What follows belongs to an exercise in optimizing a design on an open flow for small area; a production flow would make more cautious choices.
The RTL was checked by simulation tests, not by an equivalence proof against the original design.
No activity file was given, so power comes from the tool's default toggle rates.

==> flow/design.v <==
module pe(
    input clk,
    input rst,
    input [15:0] matchpoint,
    input [15:0] gap_e,
    input [15:0] gap_o,
    input [2:0] Q,
    input [2:0] R,
    input en,
    input signed [32:0] H_up,
    input signed [32:0] D_up,
    output signed [32:0] curr_H,
    output reg signed [32:0] curr_I,
    output reg signed [32:0] curr_D,
    output [3:0] ptr
);
    reg signed [32:0] Hd, Ir, Dr, H4r;
    reg [31:0] cH;
    reg [1:0] pID;
    assign curr_H = {1'b0, cH};
    function [32:0] sub16;
        input [32:0] a;
        input [15:0] b;
        integer i;
        reg c, bb, z;
        begin
            c = 1'b1;
            for (i = 0; i < 16; i = i + 1) begin
                bb = ~b[i];
                sub16[i] = a[i] ^ bb ^ c;
                c = (a[i] & bb) | (c & (a[i] ^ bb));
            end
            z = 1'b1;
            for (i = 16; i < 33; i = i + 1) begin
                sub16[i] = a[i] ^ (~c & z);
                z = z & ~a[i];
            end
        end
    endfunction
    function [32:0] add16;
        input [32:0] a;
        input [15:0] b;
        integer i;
        reg c, p;
        begin
            c = 1'b0;
            for (i = 0; i < 16; i = i + 1) begin
                add16[i] = a[i] ^ b[i] ^ c;
                c = (a[i] & b[i]) | (c & (a[i] ^ b[i]));
            end
            p = 1'b1;
            for (i = 16; i < 33; i = i + 1) begin
                add16[i] = a[i] ^ (c & p);
                p = p & a[i];
            end
        end
    endfunction
    function ge;
        input [32:0] x;
        input [32:0] y;
        integer i;
        reg c, xa, yb;
        begin
            c = 1'b1;
            for (i = 0; i < 33; i = i + 1) begin
                xa = (i == 32) ? ~x[i] : x[i];
                yb = (i == 32) ? y[i] : ~y[i];
                c = (xa & yb) | (c & (xa | yb));
            end
            ge = c;
        end
    endfunction
    function gef;
        input [32:0] x;
        input [32:0] y;
        integer i, k;
        reg [32:0] gt, eq;
        reg [8:0] gg, ee;
        reg c;
        begin
            for (i = 0; i < 33; i = i + 1) begin
                gt[i] = (i == 32) ? (~x[i] & y[i]) : (x[i] & ~y[i]);
                eq[i] = ~(x[i] ^ y[i]);
            end
            for (k = 0; k < 9; k = k + 1) begin
                gg[k] = 1'b0;
                ee[k] = 1'b1;
                for (i = 4 * k; i < 4 * k + 4 && i < 33; i = i + 1) begin
                    gg[k] = gt[i] | (eq[i] & gg[k]);
                    ee[k] = ee[k] & eq[i];
                end
            end
            c = 1'b1;
            for (k = 0; k < 9; k = k + 1)
                c = gg[k] | (ee[k] & c);
            gef = c;
        end
    endfunction
    wire [15:0] m = (Q == R) ? matchpoint : 16'd0;
    wire [32:0] I1 = sub16({1'b0, cH}, gap_o);
    wire [32:0] I2 = sub16(curr_I, gap_e);
    wire [32:0] D1 = sub16(H_up, gap_o);
    wire [32:0] D2 = sub16(D_up, gap_e);
    wire [32:0] H4 = add16(Hd, m);
    wire selI = ~gef(I1, I2);
    wire selD = ~gef(D1, D2);
    wire [32:0] In = selI ? I2 : I1;
    wire [32:0] Dn = selD ? D2 : D1;
    wire gID = gef(curr_I, curr_D);
    wire gIH = gef(curr_I, H4r);
    wire gDH = gef(curr_D, H4r);
    wire wI = gID & gIH & ~curr_I[32];
    wire wD = ~gID & gDH & ~curr_D[32];
    wire wH = ~gIH & ~gDH & ~H4r[32];
    wire [31:0] Hr = ({32{wI}} & curr_I[31:0]) | ({32{wD}} & curr_D[31:0]) | ({32{wH}} & H4r[31:0]);
    wire xI = wI & (|curr_I[31:0]);
    wire xD = wD & (|curr_D[31:0]);
    wire xH = wH & (|H4r[31:0]);
    assign ptr = {pID, xD | xH, xI | xH};
    always @(posedge clk or posedge rst) begin
        if (rst) begin
            Hd <= 33'd0;
            Ir <= 33'd0;
            Dr <= 33'd0;
            H4r <= 33'd0;
            cH <= 32'd0;
            curr_I <= 33'd0;
            curr_D <= 33'd0;
            pID <= 2'd0;
        end else begin
            Hd <= H_up;
            Ir <= In;
            Dr <= Dn;
            H4r <= H4;
            cH <= Hr;
            curr_I <= Ir;
            curr_D <= Dr;
            pID <= {selI, selD};
        end
    end
endmodule
export LEC_CHECK = 0
export CAP_MARGIN = 5
export CORE_MARGIN = 2
export CORE_UTILIZATION = 60
export GPL_TIMING_DRIVEN = 0
export SETUP_SLACK_MARGIN = 0.05
export SLEW_MARGIN = 5
create_clock -name core_clock -period 7.5 [get_ports {clk}]
standard.sh (not shown) runs the stock make flow with config.mk's settings and CLKGATE_MAP_FILE= SYNTH_SCRIPT=/design/flow/synth_recipe.tcl, a recipe that flattens the netlist after the stock synthesis.
==> flow/flow/run.sh <==
#!/bin/bash
# Own layout flow: the standard ORFS flow, with two changes:
#  - synthesis maps with an area-oriented ABC script (flow/abc_area.script),
#  - ports are buffered with sky130_fd_sc_hd__buf_1 instead of the default cell.
# Every tool's output goes to a log file in this folder.
set -uo pipefail
here=$(pwd)
rm -rf "$here/scripts_copy"
cp -r "$FLOW_HOME/scripts" "$here/scripts_copy"
cp "$here/flow/abc_area.script" "$here/scripts_copy/abc_area.script"
knobs=(SCRIPTS_DIR="$here/scripts_copy" ABC_AREA=1)
[ -f "$here/flow/knobs.txt" ] && while read -r l; do [ -n "$l" ] && knobs+=("$l"); done < "$here/flow/knobs.txt"
bash standard.sh "${knobs[@]}" finish > "$here/flow_make.log" 2>&1
rc=$?
cp -r "$here/orfs/logs" "$here/orfs_logs" 2>/dev/null
exit $rc
==> flow/flow/abc_area.script <==
strash; dc2; dc2; dch -f; map -D 5000; topo; buffer -c; upsize -D 5000; dnsize -D 5000; stime -c
==> flow/flow/knobs.txt <==
BUFFER_PORTS_ARGS=-buffer_cell sky130_fd_sc_hd__buf_1
ADDER_MAP_FILE=
CTS_ARGS=-sink_clustering_enable -repair_clock_nets -buf_list sky130_fd_sc_hd__clkbuf_4 -sink_clustering_size 8 -sink_clustering_max_diameter 40 -dont_use_dummy_load
Next try:
--- a/flow/design.v
+++ b/flow/design.v
@@ -67,51 +67,25 @@
                 yb = (i == 32) ? y[i] : ~y[i];
                 c = (xa & yb) | (c & (xa | yb));
             end
             ge = c;
         end
     endfunction
-    function gef;
-        input [32:0] x;
-        input [32:0] y;
-        integer i, k;
-        reg [32:0] gt, eq;
-        reg [8:0] gg, ee;
-        reg c;
-        begin
-            for (i = 0; i < 33; i = i + 1) begin
-                gt[i] = (i == 32) ? (~x[i] & y[i]) : (x[i] & ~y[i]);
-                eq[i] = ~(x[i] ^ y[i]);
-            end
-            for (k = 0; k < 9; k = k + 1) begin
-                gg[k] = 1'b0;
-                ee[k] = 1'b1;
-                for (i = 4 * k; i < 4 * k + 4 && i < 33; i = i + 1) begin
-                    gg[k] = gt[i] | (eq[i] & gg[k]);
-                    ee[k] = ee[k] & eq[i];
-                end
-            end
-            c = 1'b1;
-            for (k = 0; k < 9; k = k + 1)
-                c = gg[k] | (ee[k] & c);
-            gef = c;
-        end
-    endfunction
     wire [15:0] m = (Q == R) ? matchpoint : 16'd0;
     wire [32:0] I1 = sub16({1'b0, cH}, gap_o);
     wire [32:0] I2 = sub16(curr_I, gap_e);
     wire [32:0] D1 = sub16(H_up, gap_o);
     wire [32:0] D2 = sub16(D_up, gap_e);
     wire [32:0] H4 = add16(Hd, m);
-    wire selI = ~gef(I1, I2);
-    wire selD = ~gef(D1, D2);
+    wire selI = ~ge(I1, I2);
+    wire selD = ~ge(D1, D2);
     wire [32:0] In = selI ? I2 : I1;
     wire [32:0] Dn = selD ? D2 : D1;
-    wire gID = gef(curr_I, curr_D);
-    wire gIH = gef(curr_I, H4r);
-    wire gDH = gef(curr_D, H4r);
+    wire gID = ge(curr_I, curr_D);
+    wire gIH = ge(curr_I, H4r);
+    wire gDH = ge(curr_D, H4r);
     wire wI = gID & gIH & ~curr_I[32];
     wire wD = ~gID & gDH & ~curr_D[32];
     wire wH = ~gIH & ~gDH & ~H4r[32];
     wire [31:0] Hr = ({32{wI}} & curr_I[31:0]) | ({32{wD}} & curr_D[31:0]) | ({32{wH}} & H4r[31:0]);
     wire xI = wI & (|curr_I[31:0]);
     wire xD = wD & (|curr_D[31:0]);
Result: The new run passed the timing, DRC and antenna checks. Final area increases by 1.6%. Setup slack improved by 13 ps. Routed wire length climbs by 3.3%. Die area rises by 2.1%. Total power drops by 1.4%. Global-route usage falls by 0.27 points. Via count rose by 0.39%. Clock skew grows by 24 ps.

## static timing again, ports no longer ideal
Ports are ideal in the flow. The routed layouts listed here were re-timed in OpenROAD. Step 1: set_driving_cell puts a clkbuf_16 on clk and a buf_2 on each other input, an assumption about the parent block. Step 2 also shifts input and output timing later by t, the mid clock arrival at the registers, as if the neighbouring blocks saw the same clock. Slacks: ideal / step 1 / step 2; pairs: ideal / step 1.
| run | shift t [ns] | setup WS [ns] | hold slack, ns | latest minus earliest clock arrival (ns) | pins driven straight from the clock port |
|---|---|---|---|---|---|
| the first run | 0.665 | 0.172 / 0.165 / -0.500 | 0.325 / 0.325 / 0.325 | 0.062 / 0.062 | 1 |
| the second run | 0.675 | 0.185 / 0.201 / -0.474 | 0.312 / 0.312 / 0.312 | 0.086 / 0.086 | 1 |
Met with ideal ports but missed after step 2: setup timing in the first run and the second run. For the first run, which loses most, drivers alone change the setup slack by -0.007 ns; drivers and shift together by -0.672 ns.
